Context: an optimization exercise on an open-source flow, tuned for small area. The choices shown serve that exercise and are no tape-out recipe. Function was not checked in any run shown here: the RTL went through the layout flow alone. Power is estimated from default activity; no workload was simulated.

==> flow/design.v (outline; a module is shown in full before it is edited, if it fits) <==
// module systolic_array_3x3: 3082 lines
// module pp: 3 lines
// module fa: 4 lines
// module ha: 4 lines
// module an: 3 lines
// module xr: 3 lines
module systolic_array_3x3(
    input clk,
    input rst,
    input [71:0] a,
    input [71:0] b,
    output [143:0] c
);
  // ...
==> flow/flow/run.sh <==
#!/bin/bash
# Own layout flow: the standard ORFS flow (standard.sh, unchanged synthesis),
# with the port buffers made from the smallest buffer cell instead of the
# default, and the clock tree built without dummy loads. Each tool's output goes
# to a log file in this work folder (ORFS also keeps its per-step logs under
# orfs/logs/).
set -euo pipefail
cat >> config.mk <<'EOM'
export BUFFER_PORTS_ARGS = -buffer_cell sky130_fd_sc_hd__buf_1
EOM
bash standard.sh > standard_flow.log 2>&1
==> flow/standard.sh <==
#!/bin/bash
# synth_recipe.tcl (not shown) runs the flow's synth.tcl, then flattens the netlist and writes it again
# the make line also repeats each setting of config.mk as NAME=value (left out here)
make -C /OpenROAD-flow-scripts/flow DESIGN_CONFIG=/design/flow/config.mk WORK_HOME=/design/flow/orfs CLKGATE_MAP_FILE= SYNTH_SCRIPT=/design/flow/synth_recipe.tcl "${@:-finish}"
==> flow/config.mk <==
export PLATFORM = sky130hd
export DESIGN_NAME = systolic_array_3x3
export DESIGN_NICKNAME = systolic_array_3x3
export VERILOG_FILES = /design/flow/design.v
export SDC_FILE = /design/flow/constraint.sdc
export NUM_CORES = 4
export LEC_CHECK = 0
export CAP_MARGIN = 20
export CORE_MARGIN = 2
export CORE_UTILIZATION = 40
export CTS_BUF_LIST = sky130_fd_sc_hd__clkbuf_8
export PLACE_DENSITY = 0.6
export SLEW_MARGIN = 20
export SYNTH_HIERARCHICAL = 1
export BUFFER_PORTS_ARGS = -buffer_cell sky130_fd_sc_hd__buf_1
==> flow/constraint.sdc <==
create_clock -name core_clock -period 8.0 [get_ports {clk}]
set_input_delay 1.6000 -clock core_clock [delete_from_list [all_inputs] [get_ports {clk}]]
set_output_delay 1.6000 -clock core_clock [all_outputs]
set_load 0.01 [all_outputs]
==> results.yml, run 1 <==
final_layout:
  multi_input_area_share_pct: 65.1
  nNonClkBuffers: 262
  clock_area_share_pct: 1.73
  area.sequential_sq_um: 4540
setup_path:
  slowest_delay_ns: 0.61
  worstSetupStartpoint: "a10n[0]"
  endpoint_kind: "output port"
  worstPathMaxFanout: 4
  slowest_stage: "dfstp_2"
  worst_ep_arrival_time_ns: 6.20
  cp.depth: 16
clock_network:
  clk_pin_slew_worst_paths_ns: 0.11
  numClockSinks: 176
timing:
  worst_slew_pin_slew_ns: 0.970
  fin_skew_ns: 0.0251
  hold_viol_final: 0
  rsz0062_at_grt: "yes"
  drv_slew: 0
route:
  drt_wl_total_um: 44200
  wl_per_cell_um: 19.2
  avgViaCountPerCell: 4.98
  num_vias: 11400
hold_path:
  min_path_type: "flip-flop to flip-flop"
  hold_end: "b01n[2]"
  hp-start: "b00n[2]"
pwr:
  power_frac_comb_pct: 66.5
  ir_worst_vdd_uv: 250
  p_switching_uw: 2650
run_status:
  status: "finished clean"
global_route:
  met2_usage_pct: 33.1
  met3_usage_pct: 3.95
logic_synthesis:
  syn_area_sq_um: 18400
  synthTopCellsByArea: "fa_1, dfstp_2, nor2_1"
  yosys.area.top_type: "fa_1"
die:
  io_pins: 290
==> run 2: changes to the inputs <==
--- a/flow/design.v
+++ b/flow/design.v
@@ -1893,29 +1893,29 @@
 fa us153 (.a(s149), .b(k142), .ci(s151), .s(s153), .co(k154));
 fa us155 (.a(k144), .b(s153), .ci(k146), .s(s155), .co(k156));
 assign c00[10] = s155;
 fa us157 (.a(p40), .b(p47), .ci(p54), .s(s157), .co(k158));
 fa us159 (.a(p61), .b(k148), .ci(s157), .s(s159), .co(k160));
 fa us161 (.a(k150), .b(s159), .ci(k152), .s(s161), .co(k162));
 fa us163 (.a(k154), .b(s161), .ci(k156), .s(s163), .co(k164));
 assign c00[11] = s163;
-fa us165 (.a(p48), .b(p55), .ci(p62), .s(s165), .co(k166));
-fa us167 (.a(k158), .b(s165), .ci(k160), .s(s167), .co(k168));
-fa us169 (.a(s167), .b(k162), .ci(k164), .s(s169), .co(k170));
-assign c00[12] = s169;
-ha us171 (.a(p56), .b(p63), .s(s171), .co(k172));
-fa us173 (.a(s171), .b(k166), .ci(k168), .s(s173), .co(k174));
+ha us165 (.a(p48), .b(p55), .s(s165), .co(k166));
+fa us167 (.a(p62), .b(s165), .ci(k158), .s(s167), .co(k168));
+fa us169 (.a(k160), .b(s167), .ci(k162), .s(s169), .co(k170));
+fa us171 (.a(p56), .b(p63), .ci(k166), .s(s171), .co(k172));
+fa us173 (.a(s171), .b(k168), .ci(k170), .s(s173), .co(k174));
 fa us175 (.a(p64), .b(k172), .ci(k174), .s(s175), .co(k176));
-xr uc00_13 (.a(s173), .b(k170), .y(c00[13]));
-an ug177 (.a(k170), .b(s173), .y(g177));
-xr uc00_14 (.a(s175), .b(g177), .y(c00[14]));
-an ug178 (.a(s173), .b(s175), .y(g178));
-an ug179 (.a(k170), .b(g178), .y(g179));
-xr uc00_15 (.a(k176), .b(g179), .y(c00[15]));
+xr uc00_12 (.a(s169), .b(k164), .y(c00[12]));
+nd2 ug177 (.a(k164), .b(s169), .y(g177));
+xn uc00_13 (.a(s173), .b(g177), .y(c00[13]));
+nd3 ug178 (.a(k164), .b(s169), .c(s173), .y(g178));
+xn uc00_14 (.a(s175), .b(g178), .y(c00[14]));
+nd4 ug179 (.a(k164), .b(s169), .c(s173), .d(s175), .y(g179));
+xn uc00_15 (.a(k176), .b(g179), .y(c00[15]));
 pp up180 (.an(a01n[0]), .bn(b01n[0]), .p(p180));
 pp up181 (.an(a01n[0]), .bn(b01n[1]), .p(p181));
 pp up182 (.an(a01n[0]), .bn(b01n[2]), .p(p182));
 pp up183 (.an(a01n[0]), .bn(b01n[3]), .p(p183));
 pp up184 (.an(a01n[0]), .bn(b01n[4]), .p(p184));
 pp up185 (.an(a01n[0]), .bn(b01n[5]), .p(p185));
 pp up186 (.an(a01n[0]), .bn(b01n[6]), .p(p186));
 pp up187 (.an(a01n[0]), .bn(b01n[7]), .p(p187));
@@ -2032,29 +2032,29 @@
 fa us332 (.a(s328), .b(k321), .ci(s330), .s(s332), .co(k333));
 fa us334 (.a(k323), .b(s332), .ci(k325), .s(s334), .co(k335));
 assign c01[10] = s334;
 fa us336 (.a(p219), .b(p226), .ci(p233), .s(s336), .co(k337));
 fa us338 (.a(p240), .b(k327), .ci(s336), .s(s338), .co(k339));
 fa us340 (.a(k329), .b(s338), .ci(k331), .s(s340), .co(k341));
 fa us342 (.a(k333), .b(s340), .ci(k335), .s(s342), .co(k343));
 assign c01[11] = s342;
-fa us344 (.a(p227), .b(p234), .ci(p241), .s(s344), .co(k345));
-fa us346 (.a(k337), .b(s344), .ci(k339), .s(s346), .co(k347));
-fa us348 (.a(s346), .b(k341), .ci(k343), .s(s348), .co(k349));
-assign c01[12] = s348;
-ha us350 (.a(p235), .b(p242), .s(s350), .co(k351));
-fa us352 (.a(s350), .b(k345), .ci(k347), .s(s352), .co(k353));
+ha us344 (.a(p227), .b(p234), .s(s344), .co(k345));
+fa us346 (.a(p241), .b(s344), .ci(k337), .s(s346), .co(k347));
+fa us348 (.a(k339), .b(s346), .ci(k341), .s(s348), .co(k349));
+fa us350 (.a(p235), .b(p242), .ci(k345), .s(s350), .co(k351));
+fa us352 (.a(s350), .b(k347), .ci(k349), .s(s352), .co(k353));
 fa us354 (.a(p243), .b(k351), .ci(k353), .s(s354), .co(k355));
-xr uc01_13 (.a(s352), .b(k349), .y(c01[13]));
-an ug356 (.a(k349), .b(s352), .y(g356));
-xr uc01_14 (.a(s354), .b(g356), .y(c01[14]));
-an ug357 (.a(s352), .b(s354), .y(g357));
-an ug358 (.a(k349), .b(g357), .y(g358));
-xr uc01_15 (.a(k355), .b(g358), .y(c01[15]));
+xr uc01_12 (.a(s348), .b(k343), .y(c01[12]));
+nd2 ug356 (.a(k343), .b(s348), .y(g356));
+xn uc01_13 (.a(s352), .b(g356), .y(c01[13]));
+nd3 ug357 (.a(k343), .b(s348), .c(s352), .y(g357));
+xn uc01_14 (.a(s354), .b(g357), .y(c01[14]));
+nd4 ug358 (.a(k343), .b(s348), .c(s352), .d(s354), .y(g358));
+xn uc01_15 (.a(k355), .b(g358), .y(c01[15]));
 pp up359 (.an(a02n[0]), .bn(b02n[0]), .p(p359));
 pp up360 (.an(a02n[0]), .bn(b02n[1]), .p(p360));
 pp up361 (.an(a02n[0]), .bn(b02n[2]), .p(p361));
 pp up362 (.an(a02n[0]), .bn(b02n[3]), .p(p362));
 pp up363 (.an(a02n[0]), .bn(b02n[4]), .p(p363));
 pp up364 (.an(a02n[0]), .bn(b02n[5]), .p(p364));
 pp up365 (.an(a02n[0]), .bn(b02n[6]), .p(p365));
 pp up366 (.an(a02n[0]), .bn(b02n[7]), .p(p366));
@@ -2171,29 +2171,29 @@
 fa us511 (.a(s507), .b(k500), .ci(s509), .s(s511), .co(k512));
 fa us513 (.a(k502), .b(s511), .ci(k504), .s(s513), .co(k514));
 assign c02[10] = s513;
 fa us515 (.a(p398), .b(p405), .ci(p412), .s(s515), .co(k516));
 fa us517 (.a(p419), .b(k506), .ci(s515), .s(s517), .co(k518));
 fa us519 (.a(k508), .b(s517), .ci(k510), .s(s519), .co(k520));
 fa us521 (.a(k512), .b(s519), .ci(k514), .s(s521), .co(k522));
 assign c02[11] = s521;
-fa us523 (.a(p406), .b(p413), .ci(p420), .s(s523), .co(k524));
-fa us525 (.a(k516), .b(s523), .ci(k518), .s(s525), .co(k526));
-fa us527 (.a(s525), .b(k520), .ci(k522), .s(s527), .co(k528));
-assign c02[12] = s527;
-ha us529 (.a(p414), .b(p421), .s(s529), .co(k530));
-fa us531 (.a(s529), .b(k524), .ci(k526), .s(s531), .co(k532));
+ha us523 (.a(p406), .b(p413), .s(s523), .co(k524));
+fa us525 (.a(p420), .b(s523), .ci(k516), .s(s525), .co(k526));
+fa us527 (.a(k518), .b(s525), .ci(k520), .s(s527), .co(k528));
+fa us529 (.a(p414), .b(p421), .ci(k524), .s(s529), .co(k530));
+fa us531 (.a(s529), .b(k526), .ci(k528), .s(s531), .co(k532));
 fa us533 (.a(p422), .b(k530), .ci(k532), .s(s533), .co(k534));
-xr uc02_13 (.a(s531), .b(k528), .y(c02[13]));
-an ug535 (.a(k528), .b(s531), .y(g535));
-xr uc02_14 (.a(s533), .b(g535), .y(c02[14]));
-an ug536 (.a(s531), .b(s533), .y(g536));
-an ug537 (.a(k528), .b(g536), .y(g537));
-xr uc02_15 (.a(k534), .b(g537), .y(c02[15]));
+xr uc02_12 (.a(s527), .b(k522), .y(c02[12]));
+nd2 ug535 (.a(k522), .b(s527), .y(g535));
+xn uc02_13 (.a(s531), .b(g535), .y(c02[13]));
+nd3 ug536 (.a(k522), .b(s527), .c(s531), .y(g536));
+xn uc02_14 (.a(s533), .b(g536), .y(c02[14]));
+nd4 ug537 (.a(k522), .b(s527), .c(s531), .d(s533), .y(g537));
+xn uc02_15 (.a(k534), .b(g537), .y(c02[15]));
 pp up538 (.an(a10n[0]), .bn(b10n[0]), .p(p538));
 pp up539 (.an(a10n[0]), .bn(b10n[1]), .p(p539));
 pp up540 (.an(a10n[0]), .bn(b10n[2]), .p(p540));
 pp up541 (.an(a10n[0]), .bn(b10n[3]), .p(p541));
 pp up542 (.an(a10n[0]), .bn(b10n[4]), .p(p542));
 pp up543 (.an(a10n[0]), .bn(b10n[5]), .p(p543));
 pp up544 (.an(a10n[0]), .bn(b10n[6]), .p(p544));
 pp up545 (.an(a10n[0]), .bn(b10n[7]), .p(p545));
@@ -2310,29 +2310,29 @@
 fa us690 (.a(s686), .b(k679), .ci(s688), .s(s690), .co(k691));
 fa us692 (.a(k681), .b(s690), .ci(k683), .s(s692), .co(k693));
 assign c10[10] = s692;
 fa us694 (.a(p577), .b(p584), .ci(p591), .s(s694), .co(k695));
 fa us696 (.a(p598), .b(k685), .ci(s694), .s(s696), .co(k697));
 fa us698 (.a(k687), .b(s696), .ci(k689), .s(s698), .co(k699));
 fa us700 (.a(k691), .b(s698), .ci(k693), .s(s700), .co(k701));
 assign c10[11] = s700;
-fa us702 (.a(p585), .b(p592), .ci(p599), .s(s702), .co(k703));
-fa us704 (.a(k695), .b(s702), .ci(k697), .s(s704), .co(k705));
-fa us706 (.a(s704), .b(k699), .ci(k701), .s(s706), .co(k707));
-assign c10[12] = s706;
-ha us708 (.a(p593), .b(p600), .s(s708), .co(k709));
-fa us710 (.a(s708), .b(k703), .ci(k705), .s(s710), .co(k711));
+ha us702 (.a(p585), .b(p592), .s(s702), .co(k703));
+fa us704 (.a(p599), .b(s702), .ci(k695), .s(s704), .co(k705));
+fa us706 (.a(k697), .b(s704), .ci(k699), .s(s706), .co(k707));
+fa us708 (.a(p593), .b(p600), .ci(k703), .s(s708), .co(k709));
+fa us710 (.a(s708), .b(k705), .ci(k707), .s(s710), .co(k711));
 fa us712 (.a(p601), .b(k709), .ci(k711), .s(s712), .co(k713));
-xr uc10_13 (.a(s710), .b(k707), .y(c10[13]));
-an ug714 (.a(k707), .b(s710), .y(g714));
-xr uc10_14 (.a(s712), .b(g714), .y(c10[14]));
-an ug715 (.a(s710), .b(s712), .y(g715));
-an ug716 (.a(k707), .b(g715), .y(g716));
-xr uc10_15 (.a(k713), .b(g716), .y(c10[15]));
+xr uc10_12 (.a(s706), .b(k701), .y(c10[12]));
+nd2 ug714 (.a(k701), .b(s706), .y(g714));
+xn uc10_13 (.a(s710), .b(g714), .y(c10[13]));
+nd3 ug715 (.a(k701), .b(s706), .c(s710), .y(g715));
+xn uc10_14 (.a(s712), .b(g715), .y(c10[14]));
+nd4 ug716 (.a(k701), .b(s706), .c(s710), .d(s712), .y(g716));
+xn uc10_15 (.a(k713), .b(g716), .y(c10[15]));
 pp up717 (.an(a20n[0]), .bn(b20n[0]), .p(p717));
 pp up718 (.an(a20n[0]), .bn(b20n[1]), .p(p718));
 pp up719 (.an(a20n[0]), .bn(b20n[2]), .p(p719));
 pp up720 (.an(a20n[0]), .bn(b20n[3]), .p(p720));
 pp up721 (.an(a20n[0]), .bn(b20n[4]), .p(p721));
 pp up722 (.an(a20n[0]), .bn(b20n[5]), .p(p722));
 pp up723 (.an(a20n[0]), .bn(b20n[6]), .p(p723));
 pp up724 (.an(a20n[0]), .bn(b20n[7]), .p(p724));
@@ -2449,29 +2449,29 @@
 fa us869 (.a(s865), .b(k858), .ci(s867), .s(s869), .co(k870));
 fa us871 (.a(k860), .b(s869), .ci(k862), .s(s871), .co(k872));
 assign c20[10] = s871;
 fa us873 (.a(p756), .b(p763), .ci(p770), .s(s873), .co(k874));
 fa us875 (.a(p777), .b(k864), .ci(s873), .s(s875), .co(k876));
 fa us877 (.a(k866), .b(s875), .ci(k868), .s(s877), .co(k878));
 fa us879 (.a(k870), .b(s877), .ci(k872), .s(s879), .co(k880));
 assign c20[11] = s879;
-fa us881 (.a(p764), .b(p771), .ci(p778), .s(s881), .co(k882));
-fa us883 (.a(k874), .b(s881), .ci(k876), .s(s883), .co(k884));
-fa us885 (.a(s883), .b(k878), .ci(k880), .s(s885), .co(k886));
-assign c20[12] = s885;
-ha us887 (.a(p772), .b(p779), .s(s887), .co(k888));
-fa us889 (.a(s887), .b(k882), .ci(k884), .s(s889), .co(k890));
+ha us881 (.a(p764), .b(p771), .s(s881), .co(k882));
+fa us883 (.a(p778), .b(s881), .ci(k874), .s(s883), .co(k884));
+fa us885 (.a(k876), .b(s883), .ci(k878), .s(s885), .co(k886));
+fa us887 (.a(p772), .b(p779), .ci(k882), .s(s887), .co(k888));
+fa us889 (.a(s887), .b(k884), .ci(k886), .s(s889), .co(k890));
 fa us891 (.a(p780), .b(k888), .ci(k890), .s(s891), .co(k892));
-xr uc20_13 (.a(s889), .b(k886), .y(c20[13]));
-an ug893 (.a(k886), .b(s889), .y(g893));
-xr uc20_14 (.a(s891), .b(g893), .y(c20[14]));
-an ug894 (.a(s889), .b(s891), .y(g894));
-an ug895 (.a(k886), .b(g894), .y(g895));
-xr uc20_15 (.a(k892), .b(g895), .y(c20[15]));
+xr uc20_12 (.a(s885), .b(k880), .y(c20[12]));
+nd2 ug893 (.a(k880), .b(s885), .y(g893));
+xn uc20_13 (.a(s889), .b(g893), .y(c20[13]));
+nd3 ug894 (.a(k880), .b(s885), .c(s889), .y(g894));
+xn uc20_14 (.a(s891), .b(g894), .y(c20[14]));
+nd4 ug895 (.a(k880), .b(s885), .c(s889), .d(s891), .y(g895));
+xn uc20_15 (.a(k892), .b(g895), .y(c20[15]));
 pp up896 (.an(a01n[0]), .bn(b10n[0]), .p(p896));
 pp up897 (.an(a01n[0]), .bn(b10n[1]), .p(p897));
 pp up898 (.an(a01n[0]), .bn(b10n[2]), .p(p898));
 pp up899 (.an(a01n[0]), .bn(b10n[3]), .p(p899));
 pp up900 (.an(a01n[0]), .bn(b10n[4]), .p(p900));
 pp up901 (.an(a01n[0]), .bn(b10n[5]), .p(p901));
 pp up902 (.an(a01n[0]), .bn(b10n[6]), .p(p902));
 pp up903 (.an(a01n[0]), .bn(b10n[7]), .p(p903));
@@ -2609,18 +2609,18 @@
 fa us1086 (.a(k1075), .b(s1084), .ci(k1077), .s(s1086), .co(k1087));
 fa us1088 (.a(s1086), .b(k1079), .ci(k1081), .s(s1088), .co(k1089));
 fa us1090 (.a(c00[12]), .b(s1088), .ci(k1083), .s(s1090), .co(k1091));
 assign n11[12] = s1090;
 fa us1092 (.a(p951), .b(p958), .ci(k1085), .s(s1092), .co(k1093));
 fa us1094 (.a(s1092), .b(k1087), .ci(k1089), .s(s1094), .co(k1095));
 fa us1096 (.a(c00[13]), .b(s1094), .ci(k1091), .s(s1096), .co(k1097));
 assign n11[13] = s1096;
-fa us1098 (.a(p959), .b(k1093), .ci(k1095), .s(s1098), .co(k1099));
-fa us1100 (.a(c00[14]), .b(s1098), .ci(k1097), .s(s1100), .co(k1101));
+fa us1098 (.a(p959), .b(k1093), .ci(c00[14]), .s(s1098), .co(k1099));
+fa us1100 (.a(k1095), .b(s1098), .ci(k1097), .s(s1100), .co(k1101));
 assign n11[14] = s1100;
 xr us1102 (.a(c00[15]), .b(k1099), .y(s1102));
 xr us1103 (.a(s1102), .b(k1101), .y(s1103));
 assign n11[15] = s1103;
 pp up1104 (.an(a02n[0]), .bn(b11n[0]), .p(p1104));
 pp up1105 (.an(a02n[0]), .bn(b11n[1]), .p(p1105));
 pp up1106 (.an(a02n[0]), .bn(b11n[2]), .p(p1106));
 pp up1107 (.an(a02n[0]), .bn(b11n[3]), .p(p1107));
@@ -2762,18 +2762,18 @@
 fa us1294 (.a(k1283), .b(s1292), .ci(k1285), .s(s1294), .co(k1295));
 fa us1296 (.a(s1294), .b(k1287), .ci(k1289), .s(s1296), .co(k1297));
 fa us1298 (.a(c01[12]), .b(s1296), .ci(k1291), .s(s1298), .co(k1299));
 assign n12[12] = s1298;
 fa us1300 (.a(p1159), .b(p1166), .ci(k1293), .s(s1300), .co(k1301));
 fa us1302 (.a(s1300), .b(k1295), .ci(k1297), .s(s1302), .co(k1303));
 fa us1304 (.a(c01[13]), .b(s1302), .ci(k1299), .s(s1304), .co(k1305));
 assign n12[13] = s1304;
-fa us1306 (.a(p1167), .b(k1301), .ci(k1303), .s(s1306), .co(k1307));
-fa us1308 (.a(c01[14]), .b(s1306), .ci(k1305), .s(s1308), .co(k1309));
+fa us1306 (.a(p1167), .b(k1301), .ci(c01[14]), .s(s1306), .co(k1307));
+fa us1308 (.a(k1303), .b(s1306), .ci(k1305), .s(s1308), .co(k1309));
 assign n12[14] = s1308;
 xr us1310 (.a(c01[15]), .b(k1307), .y(s1310));
 xr us1311 (.a(s1310), .b(k1309), .y(s1311));
 assign n12[15] = s1311;
 pp up1312 (.an(a11n[0]), .bn(b20n[0]), .p(p1312));
 pp up1313 (.an(a11n[0]), .bn(b20n[1]), .p(p1313));
 pp up1314 (.an(a11n[0]), .bn(b20n[2]), .p(p1314));
 pp up1315 (.an(a11n[0]), .bn(b20n[3]), .p(p1315));
@@ -2915,18 +2915,18 @@
 fa us1502 (.a(k1491), .b(s1500), .ci(k1493), .s(s1502), .co(k1503));
 fa us1504 (.a(s1502), .b(k1495), .ci(k1497), .s(s1504), .co(k1505));
 fa us1506 (.a(c10[12]), .b(s1504), .ci(k1499), .s(s1506), .co(k1507));
 assign n21[12] = s1506;
 fa us1508 (.a(p1367), .b(p1374), .ci(k1501), .s(s1508), .co(k1509));
 fa us1510 (.a(s1508), .b(k1503), .ci(k1505), .s(s1510), .co(k1511));
 fa us1512 (.a(c10[13]), .b(s1510), .ci(k1507), .s(s1512), .co(k1513));
 assign n21[13] = s1512;
-fa us1514 (.a(p1375), .b(k1509), .ci(k1511), .s(s1514), .co(k1515));
-fa us1516 (.a(c10[14]), .b(s1514), .ci(k1513), .s(s1516), .co(k1517));
+fa us1514 (.a(p1375), .b(k1509), .ci(c10[14]), .s(s1514), .co(k1515));
+fa us1516 (.a(k1511), .b(s1514), .ci(k1513), .s(s1516), .co(k1517));
 assign n21[14] = s1516;
 xr us1518 (.a(c10[15]), .b(k1515), .y(s1518));
 xr us1519 (.a(s1518), .b(k1517), .y(s1519));
 assign n21[15] = s1519;
 pp up1520 (.an(a12n[0]), .bn(b21n[0]), .p(p1520));
 pp up1521 (.an(a12n[0]), .bn(b21n[1]), .p(p1521));
 pp up1522 (.an(a12n[0]), .bn(b21n[2]), .p(p1522));
 pp up1523 (.an(a12n[0]), .bn(b21n[3]), .p(p1523));
@@ -3092,8 +3092,23 @@
     assign co = a & b;
 endmodule
 module an(input a, input b, output y);
     assign y = a & b;
 endmodule
 module xr(input a, input b, output y);
     assign y = a ^ b;
 endmodule
+module xn(input a, input b, output y);
+    assign y = ~(a ^ b);
+endmodule
+module nd2(input a, input b, output y);
+    assign y = ~(a & b);
+endmodule
+module nd3(input a, input b, input c, output y);
+    assign y = ~(a & b & c);
+endmodule
+module nd4(input a, input b, input c, input d, output y);
+    assign y = ~(a & b & c & d);
+endmodule
+module an4(input a, input b, input c, input d, output y);
+    assign y = a & b & c & d;
+endmodule
==> flow/flow/run.sh (replaced) <==
#!/bin/bash
# Own layout flow: the standard ORFS flow (standard.sh, unchanged synthesis),
# with the port buffers made from the smallest buffer cell instead of the
# default, and the clock tree built without dummy loads. ORFS keeps each
# step's log under orfs/logs/; make's own output goes to standard_flow.log.
set -euo pipefail
cat >> config.mk <<'EOM'
export BUFFER_PORTS_ARGS = -buffer_cell sky130_fd_sc_hd__buf_1
export CTS_ARGS = -sink_clustering_enable -repair_clock_nets -buf_list sky130_fd_sc_hd__clkbuf_8 -dont_use_dummy_load
EOM
bash standard.sh > standard_flow.log 2>&1
--- a/flow/config.mk
+++ b/flow/config.mk
@@ -8,8 +8,9 @@
 export CAP_MARGIN = 20
 export CORE_MARGIN = 2
 export CORE_UTILIZATION = 40
 export CTS_BUF_LIST = sky130_fd_sc_hd__clkbuf_8
 export PLACE_DENSITY = 0.6
 export SLEW_MARGIN = 20
 export SYNTH_HIERARCHICAL = 1
 export BUFFER_PORTS_ARGS = -buffer_cell sky130_fd_sc_hd__buf_1
+export CTS_ARGS = -sink_clustering_enable -repair_clock_nets -buf_list sky130_fd_sc_hd__clkbuf_8 -dont_use_dummy_load
==> run 2 against run 1 <==
Against the previous run: still clean; fmax rose by 0.70%; sequential power about the same; total power shrank 1.4%; routed wire length fell by 0.45%; count of clock-buffer cells in the layout fell by 2; clock skew decreased by 0.0019 ns; area after synthesis barely moved; non-clock buffer count down 33; largest cell class unchanged.
==> results.yml, run 2 <==
run_status:
  status: "finished clean"
global_route:
  met2_usage_pct: 33.2
  met3_usage_pct: 3.88
  grt_max_degree: 114
  grtUsageTotal_pct: 20.1
  use_met1_pct: 26.0
  top_usage_layer: "met2"
  grt_overflow_total: 0
  antenna_found_initial: 0
  grt_pass1_vias: 13100
  grt_first_pass_wirelength_um: 71500
die:
  core_sq_um: 45300
  num_rows: 78
  die-area_sq_um: 47600
  io_pins: 290
  die_height_um: 218
  die_w_um: 218
  initial_core_util_pct: 40.5
logic_synthesis:
  async_flop_share_pct: 100
  yosys.area.top_type_share_pct: 52.7
  synth_compound_area_share_pct: 0
  synth-adder-area-share_pct: 58.2
  synth_xor_area_share_pct: 1.34
  seq_area_frac_synth_pct: 24.8
  synthSimpleGateAreaFrac_pct: 12.2
  synth_cell_type_count: 12
  synthTopCellsByArea: "fa_1, dfstp_2, nor2_1"
  synth_edf_count: 0
  avgSynthCellArea_sq_um: 12.5
  ys_warn_count: 7
  synthMuxAreaShare_pct: 0
  synth.most_common_cell: "nor2_1"
  synth_nets: 2178
  yosys.area.top_type: "fa_1"
  ys.flop_type: "dfstp_2"
  syn_area_sq_um: 18300
  synth_cells: 1468
  ys_ff_latch: 176
  synth_top_family_by_area: "adder cells"
  synthTopCellsByCount: "nor2_1, fa_1, dfstp_2, ha_1, dfrtp_1"
setup_path:
  rr_worst_depth: 18
  worst_ep_arrival_time_ns: 6.14
  r2r_end: "c12[15]"
  crit_type: "flip-flop to output port"
  endpoint_kind: "output port"
  cp.required_ns: 6.40
  setup.worst_path.start_class: "flip-flop"
  worstReg2RegStart: "a02n[0]"
  ff2ff_setup_slack_ns: 0.83
  worstPathMaxFanout: 17
clock_network:
  numClockSinks: 176
  clock_latency_ns: 0.57
  h-tree-depth: 4
  cts_buffers: 17
  cts_tree: "built"
  clock_path_buffers: 2
  clk_pin_slew_worst_paths_ns: 0.09
  cts_root_buffer: "clkbuf_8"
pwr:
  p_leak_uw: 0.00908
  ir_worst_vdd_uv: 272
  power_density_nw_per_um2: 286
final_layout:
  fill_cells: 4334
  drive_gt1_share_pct: 10.5
  final_cell_mix: "nor2_1, fa_1, buf_1, dfstp_2, ha_1"
  area.sequential_sq_um: 4580
  antennaDiodeCount: 0
  area_growth_pct: 8.73
  layout_commonest_cell: "nor2_1"
  nets: 2366
  multi_input_comb_area_sq_um: 13200
route:
  drt_first_iter_violations: 754
  wl_per_cell_um: 19.5
  drc_errors: 0
  ant_nets: 0
  avgViaCountPerCell: 5.06
  num_vias: 11400
  drt_pass1_iterations: 5
  drt_wl_total_um: 44000
hold_path:
  hold_end: "b01n[0]"
  min_path_cells: 0
  min_path_type: "flip-flop to flip-flop"
  hp-start: "b00n[0]"
timing:
  finalCriticalPeriod_ns: 7.74
  fmax_mhz: 129
  holdWs_ns: 0.429
  max_slew_margin_pct: 45.1
  hold_viol_final: 0
  post-route-period-util_pct: 96.8
  rsz0062_at_grt: "no"
  worst_slew_pin_slew_ns: 0.824
  final.setup.tns_ns: 0
  drv_slew: 0
  finalSetupViolations: 0
  fin_skew_ns: 0.0232
flow_run:
  cap_violations: 0
placement:
  port_buffers: 193
  place_congestion: 0.886
  hpwl_um: 34700
## run 2: worst max-delay path: stages (launching register included)
cell	delay, ns
dfstp_4	0.76
nor2_1	0.08
ha_1	0.31
fa_1	0.39
fa_1	0.42
fa_1	0.40
fa_1	0.39
fa_1	0.39
fa_1	0.38
fa_1	0.39
fa_1	0.39
fa_1	0.38
fa_1	0.46
nand4_1	0.14
xnor2_1	0.13
buf_1	0.17
## run 2: worst max path at each step
stage	slack, ns	cells after the start	startpoint	to
2_1_floorplan	1.16	13	b10n[2]	c[60]
3_3_place_gp	0.68	14	a01n[0]	c[28]
3_5_place_dp	0.62	15	b10n[0]	c[61]
4_1_cts	0.03	13	a01n[2]	c[28]
5_1_grt	0.006	15	a00n[1]	c[15]
6_report	0.26	15	b20n[2]	c[111]
## run 2: timing repair
action | CTS | global route
hold endpoints to repair | 0 | 0
endpoints found under the setup margin | 1 | 19
hold buffers | 0 | 0
setup buffers | 0 | 23
resized for setup | 1 | 16
## run 2: cell type report
| class | count | area share (%) |
|---|---|---|
| Inverter | 49 | 0.960 |
| Clock buffer | 17 | 1.17 |
| Multi-Input combinational cell | 1183 | 66.1 |
| Sequential cell | 176 | 23.0 |
| Tap cell | 600 | 3.76 |
| Timing Repair Buffer | 229 | 4.99 |
## run 2: stage by stage
step / cell area [sq um] / setup WS, ns / power, uW / utilization, % / instances
6_report: 19900 / 0.258 / 5700 / 44.0 / 2254
3_5_place_dp: 19500 / 0.619 / 5310 / 43.0 / 2214
5_1_grt: 19900 / 0.00638 / 6430 / 44.0 / 2254
4_1_cts: 19700 / 0.0265 / 5890 / 43.5 / 2231
3_3_place_gp: 19500 / 0.683 / 5230 / 43.0 / 2214
2_1_floorplan: 18300 / 1.16 / 4310 / - / 1468
## run 2: cell families (layout without fill, tap and decap cells)
group,after synthesis,count (layout)
and+or+nand+nor,591,591
buffers and inverters,109,295
xor gates and xnor gates,28,28
adders and majority gates,564,564
DFF,176,176
## run 2: power by group
group | internal (uW) | switching, uW | leakage (uW)
clock network | 187 | 321 | 0.000122
logic | 1670 | 2140 | 0.00703
registers | 1200 | 176 | 0.00193
total | 3060 | 2640 | 0.00908
## run 2: per-module statistics from Yosys, one instance, submodules excluded
module,cells,flip-flops and latches,copies in the design
fa,1,0,483
ha,1,0,81
nd2,1,0,5
nd3,1,0,5
nd4,1,0,5
pp,1,0,576
systolic_array_3x3,285,176,1
xn,1,0,15
xr,1,0,13
## run 2: routing by layer
layer	vias up	routed length, um
met1	6143	17700
met5	-	0
met4	0	1310
met2	418	22500
li1	4765	-
met3	70	2510
==> run 3: changes to the inputs <==
==> flow/flow/run.sh (replaced) <==
#!/bin/bash
# Own layout flow: the standard ORFS flow (standard.sh, unchanged
# synthesis) with three placement/clock-tree settings changed:
#  - the port buffers use the smallest buffer cell instead of the default;
#  - the clock tree is built from clkbuf_8 cells without dummy loads;
#  - buffers that timing-driven global placement adds as a trial are not kept.
# ORFS keeps each step's full log under orfs/logs/; make's own output goes to
# standard_flow.log in this folder.
set -euo pipefail
cat >> config.mk <<'EOM'
export BUFFER_PORTS_ARGS = -buffer_cell sky130_fd_sc_hd__buf_1
export CTS_ARGS = -sink_clustering_enable -repair_clock_nets -buf_list sky130_fd_sc_hd__clkbuf_8 -dont_use_dummy_load
export GPL_KEEP_OVERFLOW = 0
EOM
bash standard.sh > standard_flow.log 2>&1
--- a/flow/config.mk
+++ b/flow/config.mk
@@ -15,2 +15,3 @@
 export BUFFER_PORTS_ARGS = -buffer_cell sky130_fd_sc_hd__buf_1
 export CTS_ARGS = -sink_clustering_enable -repair_clock_nets -buf_list sky130_fd_sc_hd__clkbuf_8 -dont_use_dummy_load
+export GPL_KEEP_OVERFLOW = 0
==> run 3 against run 2 <==
Against the previous run: total power about the same; synthesized cell count unchanged; largest cell class unchanged; sequential cell count did not move; highest routed layer unchanged; largest power group unchanged; utilization down 0.12 points.
==> results.yml, run 3 <==
clock_network:
  clock_latency_ns: 0.58
  hold_buffers: 0
  numClockSinks: 176
  cts_buffers: 17
  clk_pin_slew_worst_paths_ns: 0.09
  h-tree-depth: 4
  cts_root_buffer: "clkbuf_8"
  cts_tree: "built"
  clock_path_buffers: 2
logic_synthesis:
  synthTopCellsByCount: "nor2_1, fa_1, dfstp_2, ha_1, dfrtp_1"
  synthTopCellsByArea: "fa_1, dfstp_2, nor2_1"
  avgSynthCellArea_sq_um: 12.5
  async_flop_share_pct: 100
  ys_warn_count: 7
  synth_cells: 1468
  ys_ff_latch: 176
  seq_area_frac_synth_pct: 24.8
  synth_cell_type_count: 12
  yosys.area.top_type: "fa_1"
  synth.most_common_cell: "nor2_1"
  ys.flop_type: "dfstp_2"
  syn_area_sq_um: 18300
  synth_nets: 2178
  yosys.area.top_type_share_pct: 52.7
  synth_edf_count: 0
placement:
  place_ws_ns: 0.646
  dp_cells: 2203
  hpwl_um: 33700
  place_congestion: 0.863
  port_buffers: 193
setup_path:
  cp.required_ns: 6.40
  endpoint_kind: "output port"
  worst_ep_arrival_time_ns: 6.16
  crit_type: "flip-flop to output port"
  worstSetupStartpoint: "a01n[4]"
  setup.worst_path.start_class: "flip-flop"
  worstReg2RegStart: "a01n[1]"
  worstPathMaxFanout: 17
pwr:
  power_density_nw_per_um2: 286
  finalPower_uw: 5690
  p_switching_uw: 2640
  clock_power_share_pct: 9.0
  p_seq_share_pct: 24.3
  power_frac_comb_pct: 66.7
  p_leak_uw: 0.00902
  power.internal_uw: 3060
  ir_worst_vdd_uv: 236
  switching_share_pct: 46.3
run_status:
  status: "finished clean"
final_layout:
  nets: 2350
  area_growth_pct: 8.44
  fill_cells: 4270
  antennaDiodeCount: 0
  finalNonFillerCells: 2238
  layout_commonest_cell: "nor2_1"
  postLayoutCoreUtil_pct: 43.9
  multi_input_comb_area_sq_um: 13200
  final_cell_mix: "nor2_1, fa_1, buf_1, dfstp_2, ha_1"
  drive_gt1_share_pct: 9.65
  area.sequential_sq_um: 4600
hold_path:
  min_path_type: "flip-flop to flip-flop"
  hp-start: "a00n[0]"
timing:
  max_slew_margin_pct: 66.6
  finalSetupViolations: 0
  rsz0062_at_grt: "yes"
  fmax_mhz: 129
  finalCriticalPeriod_ns: 7.76
  hold_viol_final: 0
  final.setup.tns_ns: 0
  worst_slew_pin_slew_ns: 0.500
  post-route-period-util_pct: 97.0
  drv_slew: 0
  setup_slack_ns: 0.244
  fin_skew_ns: 0.0304
flow_run:
  cap_violations: 0
die:
  io_pins: 290
  die_w_um: 218
  die-area_sq_um: 47600
  initial_core_util_pct: 40.5
  num_rows: 78
  die_height_um: 218
  core_sq_um: 45300
route:
  drt_wl_total_um: 42800
  ant_nets: 0
  drc_errors: 0
  wl_per_cell_um: 19.1
  num_vias: 11300
  drt_pass1_iterations: 5
  avgViaCountPerCell: 5.04
  drt_first_iter_violations: 701
global_route:
  grt_pass1_vias: 12600
  grt_first_pass_wirelength_um: 69600
  grt_overflow_total: 0
  grtUsageTotal_pct: 19.5
  antenna_found_initial: 0
  grt_max_degree: 98
## run 3: critical path, stage by stage (launching register included)
cell     delay [ns]
dfstp_2        0.78
nor2_1         0.12
fa_1           0.51
fa_1           0.43
fa_1           0.41
fa_1           0.39
fa_1           0.38
fa_1           0.38
fa_1           0.38
fa_1           0.39
fa_1           0.39
fa_1           0.47
nand4_1        0.18
xnor2_2        0.17
buf_1          0.18
## run 3: timing repair
| item | in CTS | in global routing |
|---|---|---|
| setup buffers | 0 | 18 |
| gates resized for setup | 1 | 22 |
| pin swaps | 0 | 0 |
| endpoints found under the setup margin | 3 | 16 |
| endpoints found under the hold margin | 0 | 0 |
## run 3: worst paths after layout
kind                            to  slack (ns)  cells past startpoint
setup / recovery             c[31]        0.24                     14
hold / removal             a10n[0]        0.43                      0
setup reg to reg           c11[15]        0.78                     19
hold reg to reg            a10n[0]        0.43                      0
max in group asynchronous  a20n[6]        5.94                      4
min in group asynchronous  c22[12]        0.98                      2
## run 3: cell type report
type | count | share of cell area, %
multi-input cells | 1183 | 66.4
flip-flops and latches | 176 | 23.1
repair buffers | 213 | 4.60
well taps | 600 | 3.77
clock buffers | 17 | 1.18
inverters | 49 | 0.962
## run 3: logic make-up (layout without fill, tap and decap cells)
family | count (synthesis) | count (layout) | synth area share (%)
XOR/XNOR | 28 | 28 | 1.34
buffers and inverters | 109 | 279 | 3.46
adder cells (fa/ha/maj) | 564 | 564 | 58.2
flip-flops | 176 | 176 | 24.8
AND/OR/NAND/NOR | 591 | 591 | 12.2
## run 3: metrics by stage
step | hold slack (ns) | area [sq um]
floorplan | 0.396 | 18300
global placement | 0.432 | 19400
detailed placement | 0.435 | 19400
CTS | 0.422 | 19700
global route | 0.432 | 19900
finish | 0.427 | 19900
## run 3: power groups by stage
stage / combinational (uW) / sequential (uW) / clock, uW
detailed placement: 3920 / 1410 / 0
global route: 4460 / 1410 / 573
CTS: 3970 / 1400 / 544
finish: 3800 / 1390 / 510
floorplan: 2900 / 1410 / 0
global placement: 3860 / 1420 / 0
## run 3: routing by layer
metal  up-vias  share of wire [%]  GRT usage [%]
met1      6039                 40           25.7
met4         0                3.2           7.37
li1       4734                  -              -
met2       437                 50           31.7
met5         -                  0              0
met3        59                6.6           4.22
## run 3: per-module statistics from Yosys, one instance, submodules excluded
module,flip-flops and latches,cell area (sq um),copies in the design,cells
nd4,0,6.26,5,1
xn,0,8.76,15,1
systolic_array_3x3,176,5180,1,285
fa,0,20.0,483,1
pp,0,3.75,576,1
ha,0,12.5,81,1
xr,0,8.76,13,1
nd2,0,3.75,5,1
nd3,0,5.00,5,1

==> re-timing with driven ports <==
How much do the figures lean on ideal ports? The routed layouts below were timed once more, with nothing changed but the port constraints. Step 1 sets driving cells, clkbuf_16 on the clock port and buf_2 on the other inputs (assumed; they add their load-dependent delay and slew). Step 2 adds t to the input delays and takes it off the output delays; t is the mean of the earliest and latest rising clock arrival at the registers after step 1. Input paths then give back, and output paths get back, about the clock's delay inside the block. Three values: no drivers, after step 1, after step 2; two values: the first two.
run | t, ns | setup WS [ns] | latest minus earliest clock arrival (ns) | worst data-port slew with drivers (ns)
run 1 | 0.601 | 0.204 / 0.152 / 0.739 | 0.026 / 0.025 | 0.05
run 2 | 0.609 | 0.258 / 0.205 / 0.814 | 0.025 / 0.025 | 0.03
run 3 | 0.613 | 0.244 / 0.193 / 0.778 | 0.032 / 0.031 | 0.05
After both steps every run listed still meets setup and hold.
